Context: an optimization exercise on an open-source flow, tuned for a short achievable clock period and few clock cycles per item. The choices shown serve that exercise and are no tape-out recipe. Where RTL was checked, it was by simulation tests only, not by an equivalence proof against the original. Power figures rest on the tool's default switching activity, not on a simulated workload.

v14:
Design draw_fpv, start of the top module:
module draw_fpv(clock, reset,
                start, done,
                player_pos_x, player_pos_y, player_angle,
                grid_x, grid_y, grid_out,
                vga_x, vga_y, vga_colour, vga_write);
    input clock;
    input reset;
    input start;
    output done;
    input [13:0] player_pos_x;
    input [12:0] player_pos_y;
    input [7:0] player_angle;
    output [5:0] grid_x;
    output [4:0] grid_y;
    input [2:0] grid_out;
    output [7:0] vga_x;
    output [6:0] vga_y;
    output [17:0] vga_colour;
    output vga_write;
    reg [3:0] q [0:7];
    reg [2:0] wp, rp;
    reg [7:0] occ;               
    wire push, pop;
    wire [2:0] push_cell;
    wire push_vert;
    wire room = ~occ[5];
    wire have = occ[0];
    wire [3:0] head = q[rp];
    raytracer rt0 (.clock(clock),
                   .reset(reset),
                   .start(start),
                   .pos_x(player_pos_x),
                   .pos_y(player_pos_y),
                   .angle(player_angle),
                   .grid_x(grid_x),
                   .grid_y(grid_y),
                   .grid_out(grid_out),
                   .room(room),
                   .push(push),
                   .push_cell(push_cell),
                   .push_vert(push_vert));
    draw_vertical_line dvl0 (.clock(clock),
                             .reset(reset),
                             .start(start),
                             .have(have),
                             .wcell(head[3:1]),
                             .vert(head[0]),
                             .pop(pop),
                             .done(done),
                             .vga_x(vga_x),
                             .vga_y(vga_y),
  ...
==> module ks_adder, before the edit <==
module ks_adder(a, b, sum, cout);
    parameter W = 8;
    input [W-1:0] a, b;
    output [W-1:0] sum;
    output cout;
    localparam L = $clog2(W);
    wire [W-1:0] g [0:L];
    wire [W-1:0] p [0:L];
    assign g[0] = a & b;
    assign p[0] = a ^ b;
    genvar i, k;
    generate
        for (k = 0; k < L; k = k + 1) begin : lvl
            for (i = 0; i < W; i = i + 1) begin : bi
                if (i >= (1 << k)) begin : comb
                    assign g[k+1][i] = g[k][i] | (p[k][i] & g[k][i - (1 << k)]);
                    assign p[k+1][i] = p[k][i] & p[k][i - (1 << k)];
                end
                else begin : thru
                    assign g[k+1][i] = g[k][i];
                    assign p[k+1][i] = p[k][i];
                end
            end
        end
    endgenerate
    assign sum = p[0] ^ {g[L][W-2:0], 1'b0};
    assign cout = g[L][W-1];
endmodule
==> module raytracer, before the edit <==
module raytracer(clock, reset,
                 start, pos_x, pos_y, angle,
                 grid_x, grid_y, grid_out,
                 room, push, push_cell, push_vert);
    input clock;
    input reset;
    input start;
    input [13:0] pos_x;
    input [12:0] pos_y;
    input [7:0] angle;
    output [5:0] grid_x;
    output [4:0] grid_y;
    input [2:0] grid_out;
    input room;                  
    output push;                 
    output [2:0] push_cell;      
    output push_vert;            
    reg boot;                    
    reg running;
    reg [6:0] ncols;             
    reg okr;                     
    reg c1;                      
    reg [7:0] an;
    reg [5:0] rx, ry;
    reg rw0, rw1;
    wire [5:0] rom_x, rom_y;
    wire rom_w0, rom_w1;
    bytian_to_vector btv0 (.r(an[5:0]), .x(rom_x), .y(rom_y), .w0(rom_w0), .w1(rom_w1));
    wire [6:0] px = {1'b0, rx};
    wire [6:0] py = {1'b0, ry};
    wire [6:0] mx, my;
    negate #(.W(7)) ngx (.a(px), .y(mx));
    negate #(.W(7)) ngy (.a(py), .y(my));
    reg [6:0] qdx, qdy;
    always @(*) begin
        case (an[7:6])
            2'd0: begin qdx = px; qdy = py; end
            2'd1: begin qdx = py; qdy = mx; end
            2'd2: begin qdx = mx; qdy = my; end
            default: begin qdx = my; qdy = px; end
        endcase
    end
    reg [6:0] ndx, ndy;
    reg nwide;
    reg act;                     
    reg [6:0] dx, dy;
    reg wide;
    reg [6:0] xa, ya;            
    reg incx, decx;              
    reg incy, decy;
    reg [6:0] xb;                
    reg [5:0] yb;                
    reg tcx, tcy;                
    reg rv;
    reg [2:0] gq;
    reg wq;                      
    reg exq, eyq;
    assign grid_x = xb[6:1];
    assign grid_y = yb[5:1];
    wire [6:0] nxa, nya;
    wire ncxa, ncya;
    ks_adder #(.W(7)) addxa (.a(xa), .b(dx), .sum(nxa), .cout(ncxa));
    ks_adder #(.W(7)) addya (.a(ya), .b(dy), .sum(nya), .cout(ncya));
    wire [6:0] nxb;
    wire [5:0] nyb;
    step_one #(.W(7)) sox (.a(xb), .inc(incx), .dec(decx), .y(nxb));
    step_one #(.W(6)) soy (.a(yb), .inc(incy), .dec(decy), .y(nyb));
    wire hit = rv & wq;
    wire cstart = okr & (~act | hit);
    assign push = hit;
    assign push_cell = gq;
    assign push_vert = (exq & ~eyq) | (wide & ~(exq ^ eyq));
    always @(posedge clock) begin
        rx <= rom_x;
        ry <= rom_y;
        rw0 <= rom_w0;
        rw1 <= rom_w1;
        ndx <= qdx;
        ndy <= qdy;
        nwide <= an[6] ? rw1 : rw0;
        gq <= grid_out;
        wq <= grid_out != 3'd0;
        exq <= tcx;
        eyq <= tcy;
        if (cstart) begin
            xa <= pos_x[6:0];
            ya <= pos_y[6:0];
            xb <= pos_x[13:7];
            yb <= pos_y[12:7];
            incx <= 1'b0;
            decx <= 1'b0;
            incy <= 1'b0;
            decy <= 1'b0;
            tcx <= 1'b0;
            tcy <= 1'b0;
            dx <= ndx;
            dy <= ndy;
            wide <= nwide;
        end
        else begin
            xa <= nxa;
            ya <= nya;
            incx <= ncxa & ~dx[6];
            decx <= ~ncxa & dx[6];
            incy <= ncya & ~dy[6];
            decy <= ~ncya & dy[6];
            xb <= nxb;
            yb <= nyb;
            tcx <= (incx & xb[0]) | (decx & ~xb[0]);
            tcy <= (incy & yb[0]) | (decy & ~yb[0]);
        end
        if (start)
            an <= angle + 8'd176;        
        else if (cstart)
            an <= an + 8'd1;
        if (reset) begin
            running <= 1'b0;
            boot <= 1'b0;
            act <= 1'b0;
            rv <= 1'b0;
            okr <= 1'b0;
            c1 <= 1'b0;
        end
        else if (start) begin
            boot <= 1'b1;
            running <= 1'b1;
            ncols <= 7'd0;
            act <= 1'b0;
            rv <= 1'b0;
            okr <= 1'b0;
            c1 <= 1'b0;
        end
        else begin
            boot <= 1'b0;
            c1 <= cstart;
            if (cstart)
                ncols <= ncols + 7'd1;
            act <= cstart | (act & ~hit);
            rv <= act & ~hit;
            okr <= running & ~boot & ~c1 & (ncols != 7'd120) & room;
        end
    end
endmodule
clock: 4.5 ns
lec_check: 0
abc_clock_period_in_ps: 1800
cap_margin: 20
core_margin: 2
core_utilization: 40
place_density: 0.6
setup_slack_margin: 2.7
slew_margin: 20
synth_memory_max_bits: 16384
run.sh (not shown) runs the stock make flow with config.mk's settings and CLKGATE_MAP_FILE= SYNTH_SCRIPT=/design/flow/synth_recipe.tcl, a recipe that flattens the netlist after the stock synthesis.
diff inputs: v14 => v33
--- a/flow/design.v
+++ b/flow/design.v
@@ -9,11 +9,11 @@
 module ks_adder(a, b, sum, cout);
     parameter W = 8;
     input [W-1:0] a, b;
     output [W-1:0] sum;
     output cout;
-    localparam L = $clog2(W);
+    localparam L = (W > 16) ? 5 : (W > 8) ? 4 : (W > 4) ? 3 : (W > 2) ? 2 : 1;
     wire [W-1:0] g [0:L];
     wire [W-1:0] p [0:L];
     assign g[0] = a & b;
     assign p[0] = a ^ b;
     genvar i, k;
@@ -156,15 +156,13 @@
     input [2:0] grid_out;
     input room;                  
     output push;                 
     output [2:0] push_cell;      
     output push_vert;            
-    reg boot;                    
-    reg running;
     reg [6:0] ncols;             
     reg okr;                     
-    reg c1;                      
+    reg h1;                      
     reg [7:0] an;
     reg [5:0] rx, ry;
     reg rw0, rw1;
     wire [5:0] rom_x, rom_y;
     wire rom_w0, rom_w1;
@@ -196,22 +194,25 @@
     reg tcx, tcy;                
     reg rv;
     reg [2:0] gq;
     reg wq;                      
     reg exq, eyq;
-    assign grid_x = xb[6:1];
-    assign grid_y = yb[5:1];
+    reg [5:0] gx;
+    reg [4:0] gy;
+    assign grid_x = gx;
+    assign grid_y = gy;
     wire [6:0] nxa, nya;
     wire ncxa, ncya;
     ks_adder #(.W(7)) addxa (.a(xa), .b(dx), .sum(nxa), .cout(ncxa));
     ks_adder #(.W(7)) addya (.a(ya), .b(dy), .sum(nya), .cout(ncya));
     wire [6:0] nxb;
     wire [5:0] nyb;
     step_one #(.W(7)) sox (.a(xb), .inc(incx), .dec(decx), .y(nxb));
     step_one #(.W(6)) soy (.a(yb), .inc(incy), .dec(decy), .y(nyb));
     wire hit = rv & wq;
     wire cstart = okr & (~act | hit);
+    wire act_next = cstart | (act & ~hit);
     assign push = hit;
     assign push_cell = gq;
     assign push_vert = (exq & ~eyq) | (wide & ~(exq ^ eyq));
     always @(posedge clock) begin
         rx <= rom_x;
@@ -250,39 +251,43 @@
             xb <= nxb;
             yb <= nyb;
             tcx <= (incx & xb[0]) | (decx & ~xb[0]);
             tcy <= (incy & yb[0]) | (decy & ~yb[0]);
         end
+        if (reset | ~act_next) begin
+            gx <= 6'd0;
+            gy <= 5'd0;
+        end
+        else begin
+            gx <= cstart ? pos_x[13:8] : nxb[6:1];
+            gy <= cstart ? pos_y[12:8] : nyb[5:1];
+        end
         if (start)
             an <= angle + 8'd176;        
         else if (cstart)
             an <= an + 8'd1;
         if (reset) begin
-            running <= 1'b0;
-            boot <= 1'b0;
+            ncols <= 7'd120;
             act <= 1'b0;
             rv <= 1'b0;
             okr <= 1'b0;
-            c1 <= 1'b0;
+            h1 <= 1'b0;
         end
         else if (start) begin
-            boot <= 1'b1;
-            running <= 1'b1;
             ncols <= 7'd0;
             act <= 1'b0;
             rv <= 1'b0;
             okr <= 1'b0;
-            c1 <= 1'b0;
+            h1 <= 1'b1;
         end
         else begin
-            boot <= 1'b0;
-            c1 <= cstart;
+            h1 <= cstart;
             if (cstart)
                 ncols <= ncols + 7'd1;
-            act <= cstart | (act & ~hit);
+            act <= act_next;
             rv <= act & ~hit;
-            okr <= running & ~boot & ~c1 & (ncols != 7'd120) & room;
+            okr <= ~h1 & (ncols != 7'd120) & room;
         end
     end
 endmodule
 module draw_vertical_line(clock, reset,
                           start, have, wcell, vert, pop,
Notes after the runs:
v33 against v14: non-clock buffer count rose 1, met1 wire length saw an increase, post-route core utilization did not really move.
Looking at post-synthesis cell area across v14 and v33, the one that comes out higher is v33.
Going from v14 to v33, period utilization went down 0.45 points; total internal power now sits lower; least setup slack across all paths after layout now larger; area of all placed cells without fillers about even; flip-flop and latch share of the layout cell area now larger.
Multi-input gate count came out higher on v33 than on v14.
No run of this note included a check of the RTL's function; only the layout flow was run.

========
Setup of AL:
draw_fpv, a different RTL version from the one above (not shown whole).
For scale: ~87 I/O pins, roughly 9900 sq um of cells after synthesis.
==> module raytracer, before the edit <==
module raytracer(clock, reset,
                 start, pos_x, pos_y, angle,
                 grid_x, grid_y, grid_out,
                 room, push, push_cell, push_vert);
    input clock;
    input reset;
    input start;
    input [13:0] pos_x;
    input [12:0] pos_y;
    input [7:0] angle;
    output [5:0] grid_x;
    output [4:0] grid_y;
    input [2:0] grid_out;
    input room;                  
    output push;                 
    output [2:0] push_cell;      
    output push_vert;            
    reg [13:0] p0x;
    reg [12:0] p0y;
    reg running;
    reg [6:0] ncols;             
    reg okr;                     
    reg [7:0] an;
    reg [6:0] dnx, dny;
    reg wn;
    wire [6:0] rom_dx, rom_dy;
    wire rom_wide;
    bytian_to_vector btv0 (.bytian(an), .dx(rom_dx), .dy(rom_dy), .wide(rom_wide));
    reg act;                     
    reg [6:0] dx, dy;
    reg wide;
    reg [13:0] px;
    reg [12:0] py;
    reg [5:0] ptx;               
    reg [4:0] pty;
    reg rv;
    reg [2:0] gq;
    reg exq, eyq;
    wire [5:0] tx;
    wire [4:0] ty;
    coordinate_to_grid ctg0 (.coord_x(px), .coord_y(py), .grid_x(tx), .grid_y(ty));
    assign grid_x = tx;
    assign grid_y = ty;
    wire hit = rv & (gq != 3'd0);
    wire cstart = okr & (~act | hit);
    assign push = hit;
    assign push_cell = gq;
    assign push_vert = (exq & ~eyq) | (wide & ~(exq ^ eyq));
    always @(posedge clock) begin
        dnx <= rom_dx;
        dny <= rom_dy;
        wn <= rom_wide;
        gq <= grid_out;
        exq <= tx != ptx;
        eyq <= ty != pty;
        if (cstart) begin
            px <= p0x;
            py <= p0y;
            ptx <= p0x[13:8];
            pty <= p0y[12:8];
            dx <= dnx;
            dy <= dny;
            wide <= wn;
        end
        else begin
            px <= px + {{7{dx[6]}}, dx};
            py <= py + {{6{dy[6]}}, dy};
            ptx <= tx;
            pty <= ty;
        end
        if (reset) begin
            running <= 1'b0;
            act <= 1'b0;
            rv <= 1'b0;
            okr <= 1'b0;
        end
        else if (start) begin
            p0x <= pos_x;
            p0y <= pos_y;
            an <= angle + 8'd176;
            running <= 1'b1;
            ncols <= 7'd0;
            act <= 1'b0;
            rv <= 1'b0;
            okr <= 1'b0;
        end
        else begin
            if (cstart) begin
                an <= an + 8'd1;
                ncols <= ncols + 7'd1;
            end
            act <= cstart | (act & ~hit);
            rv <= act & ~hit;
            okr <= running & (ncols != 7'd120) & room;
        end
    end
endmodule
==> module draw_fpv, before the edit <==
module draw_fpv(clock, reset,
                start, done,
                player_pos_x, player_pos_y, player_angle,
                grid_x, grid_y, grid_out,
                vga_x, vga_y, vga_colour, vga_write);
    input clock;
    input reset;
    input start;
    output done;
    input [13:0] player_pos_x;
    input [12:0] player_pos_y;
    input [7:0] player_angle;
    output [5:0] grid_x;
    output [4:0] grid_y;
    input [2:0] grid_out;
    output [7:0] vga_x;
    output [6:0] vga_y;
    output [17:0] vga_colour;
    output vga_write;
    reg [3:0] q [0:7];
    reg [2:0] wp, rp;
    reg [3:0] cnt;
    wire push, pop;
    wire [2:0] push_cell;
    wire push_vert;
    wire room = cnt < 4'd6;
    wire have = cnt != 4'd0;
    wire [3:0] head = q[rp];
    raytracer rt0 (.clock(clock),
                   .reset(reset),
                   .start(start),
                   .pos_x(player_pos_x),
                   .pos_y(player_pos_y),
                   .angle(player_angle),
                   .grid_x(grid_x),
                   .grid_y(grid_y),
                   .grid_out(grid_out),
                   .room(room),
                   .push(push),
                   .push_cell(push_cell),
                   .push_vert(push_vert));
    draw_vertical_line dvl0 (.clock(clock),
                             .reset(reset),
                             .start(start),
                             .have(have),
                             .wcell(head[3:1]),
                             .vert(head[0]),
                             .pop(pop),
                             .done(done),
                             .vga_x(vga_x),
                             .vga_y(vga_y),
                             .vga_colour(vga_colour),
                             .vga_write(vga_write));
    always @(posedge clock) begin
        if (push)
            q[wp] <= {push_cell, push_vert};
        if (reset | start) begin
            wp <= 3'd0;
            rp <= 3'd0;
            cnt <= 4'd0;
        end
        else begin
            if (push)
                wp <= wp + 3'd1;
            if (pop)
                rp <= rp + 3'd1;
            cnt <= cnt + {3'd0, push} - {3'd0, pop};
        end
    end
endmodule
make LEC_CHECK=0 ABC_CLOCK_PERIOD_IN_PS=1800 CAP_MARGIN=20 CORE_MARGIN=2 CORE_UTILIZATION=40 PLACE_DENSITY=0.6 SETUP_SLACK_MARGIN=2.7 SLEW_MARGIN=20 SYNTH_MEMORY_MAX_BITS=16384 finish   # period 4.5 ns
## Diff of input files: PW against AL
diff --git a/flow/design.v b/flow/design.v
--- a/flow/design.v
+++ b/flow/design.v
@@ -293,12 +293,12 @@
     reg [13:0] p0x;
     reg [12:0] p0y;
     reg running;
     reg [6:0] ncols;             
-    reg okr;                     
     reg [7:0] an;
     reg [6:0] dnx, dny;
     reg wn;
+    reg dn_ok;
     wire [6:0] rom_dx, rom_dy;
     wire rom_wide;
     bytian_to_vector btv0 (.bytian(an), .dx(rom_dx), .dy(rom_dy), .wide(rom_wide));
     reg act;                     
@@ -316,39 +316,22 @@
     coordinate_to_grid ctg0 (.coord_x(px), .coord_y(py), .grid_x(tx), .grid_y(ty));
     assign grid_x = tx;
     assign grid_y = ty;
     wire hit = rv & (gq != 3'd0);
-    wire cstart = okr & (~act | hit);
+    wire free = ~act | hit;
+    wire cstart = free & running & (ncols != 7'd120) & room & dn_ok;
     assign push = hit;
     assign push_cell = gq;
     assign push_vert = (exq & ~eyq) | (wide & ~(exq ^ eyq));
     always @(posedge clock) begin
         dnx <= rom_dx;
         dny <= rom_dy;
         wn <= rom_wide;
-        gq <= grid_out;
-        exq <= tx != ptx;
-        eyq <= ty != pty;
-        if (cstart) begin
-            px <= p0x;
-            py <= p0y;
-            ptx <= p0x[13:8];
-            pty <= p0y[12:8];
-            dx <= dnx;
-            dy <= dny;
-            wide <= wn;
-        end
-        else begin
-            px <= px + {{7{dx[6]}}, dx};
-            py <= py + {{6{dy[6]}}, dy};
-            ptx <= tx;
-            pty <= ty;
-        end
         if (reset) begin
             running <= 1'b0;
             act <= 1'b0;
             rv <= 1'b0;
-            okr <= 1'b0;
+            dn_ok <= 1'b0;
         end
         else if (start) begin
             p0x <= pos_x;
             p0y <= pos_y;
@@ -356,18 +339,39 @@
             running <= 1'b1;
             ncols <= 7'd0;
             act <= 1'b0;
             rv <= 1'b0;
-            okr <= 1'b0;
+            dn_ok <= 1'b0;
         end
         else begin
+            dn_ok <= ~cstart;
             if (cstart) begin
+                px <= p0x;
+                py <= p0y;
+                ptx <= p0x[13:8];
+                pty <= p0y[12:8];
+                dx <= dnx;
+                dy <= dny;
+                wide <= wn;
                 an <= an + 8'd1;
                 ncols <= ncols + 7'd1;
+                act <= 1'b1;
+                rv <= 1'b0;
+            end
+            else if (act & ~hit) begin
+                px <= px + {{7{dx[6]}}, dx};
+                py <= py + {{6{dy[6]}}, dy};
+                ptx <= tx;
+                pty <= ty;
+                rv <= 1'b1;
+                gq <= grid_out;
+                exq <= tx != ptx;
+                eyq <= ty != pty;
+            end
+            else begin
+                act <= 1'b0;
+                rv <= 1'b0;
             end
-            act <= cstart | (act & ~hit);
-            rv <= act & ~hit;
-            okr <= running & (ncols != 7'd120) & room;
         end
     end
 endmodule
 module draw_vertical_line(clock, reset,
@@ -440,9 +444,9 @@
     reg [3:0] cnt;
     wire push, pop;
     wire [2:0] push_cell;
     wire push_vert;
-    wire room = cnt < 4'd6;
+    wire room = cnt < 4'd7;
     wire have = cnt != 4'd0;
     wire [3:0] head = q[rp];
     raytracer rt0 (.clock(clock),
                    .reset(reset),
Findings:
Looking only at fraction of met1 tracks used by global routing, and setting everything else aside, the higher value of PW and AL goes to PW. From AL to PW, hold buffer count at CTS did not move at all. As far as clock-buffer cell count goes, AL and PW are indistinguishable; the numbers are identical. From AL to PW the numbers moved as follows: summed area of non-filler cells in the final layout +980 sq um; largest net degree at the start of global routing went up; portion of total power attributed to combinational logic saw a decrease; post-placement setup slack shrank by 0.053 ns. Side by side, clock group share of total power turned out higher in PW than in AL.
Testbench counts of PW, summed over its fixed seeds: cycles 923,563, frames 64.
Only the layout flow was run in AL; the RTL was not checked for function there.

[port drivers added, routing unchanged]
How much do the figures lean on ideal ports? The routed layouts below were timed once more, with nothing changed but the port constraints. Step 1 sets driving cells, clkbuf_16 on the clock port and buf_2 on the other inputs (assumed; they add their load-dependent delay and slew). Step 2 also shifts input and output timing later by t, the mid clock arrival at the registers, as if the neighbouring blocks saw the same clock. Three values: no drivers, after step 1, after step 2; two values: the first two.
run | t (ns) | setup WS [ns] | worst hold slack (ns) | slew at the worst register clock pin (ns) | worst slew at a driven data input, ns
v14 | 0.477 | 2.573 / 2.529 / 2.325 | 0.328 / 0.328 / 0.328 | 0.08 / 0.08 | 0.06
v33 | 0.465 | 2.593 / 2.547 / 2.282 | 0.325 / 0.325 / 0.325 | 0.07 / 0.07 | 0.04
AL | 0.478 | 2.189 / 2.189 / 2.189 | 0.389 / 0.389 / 0.389 | 0.08 / 0.08 | 0.05
PW | 0.476 | 2.164 / 2.164 / 2.164 | 0.353 / 0.353 / 0.353 | 0.08 / 0.08 | 0.06
After both steps setup and hold are still met in every run listed. For v33, which loses most, drivers alone change the setup slack by -0.046 ns; drivers and shift together by -0.311 ns.
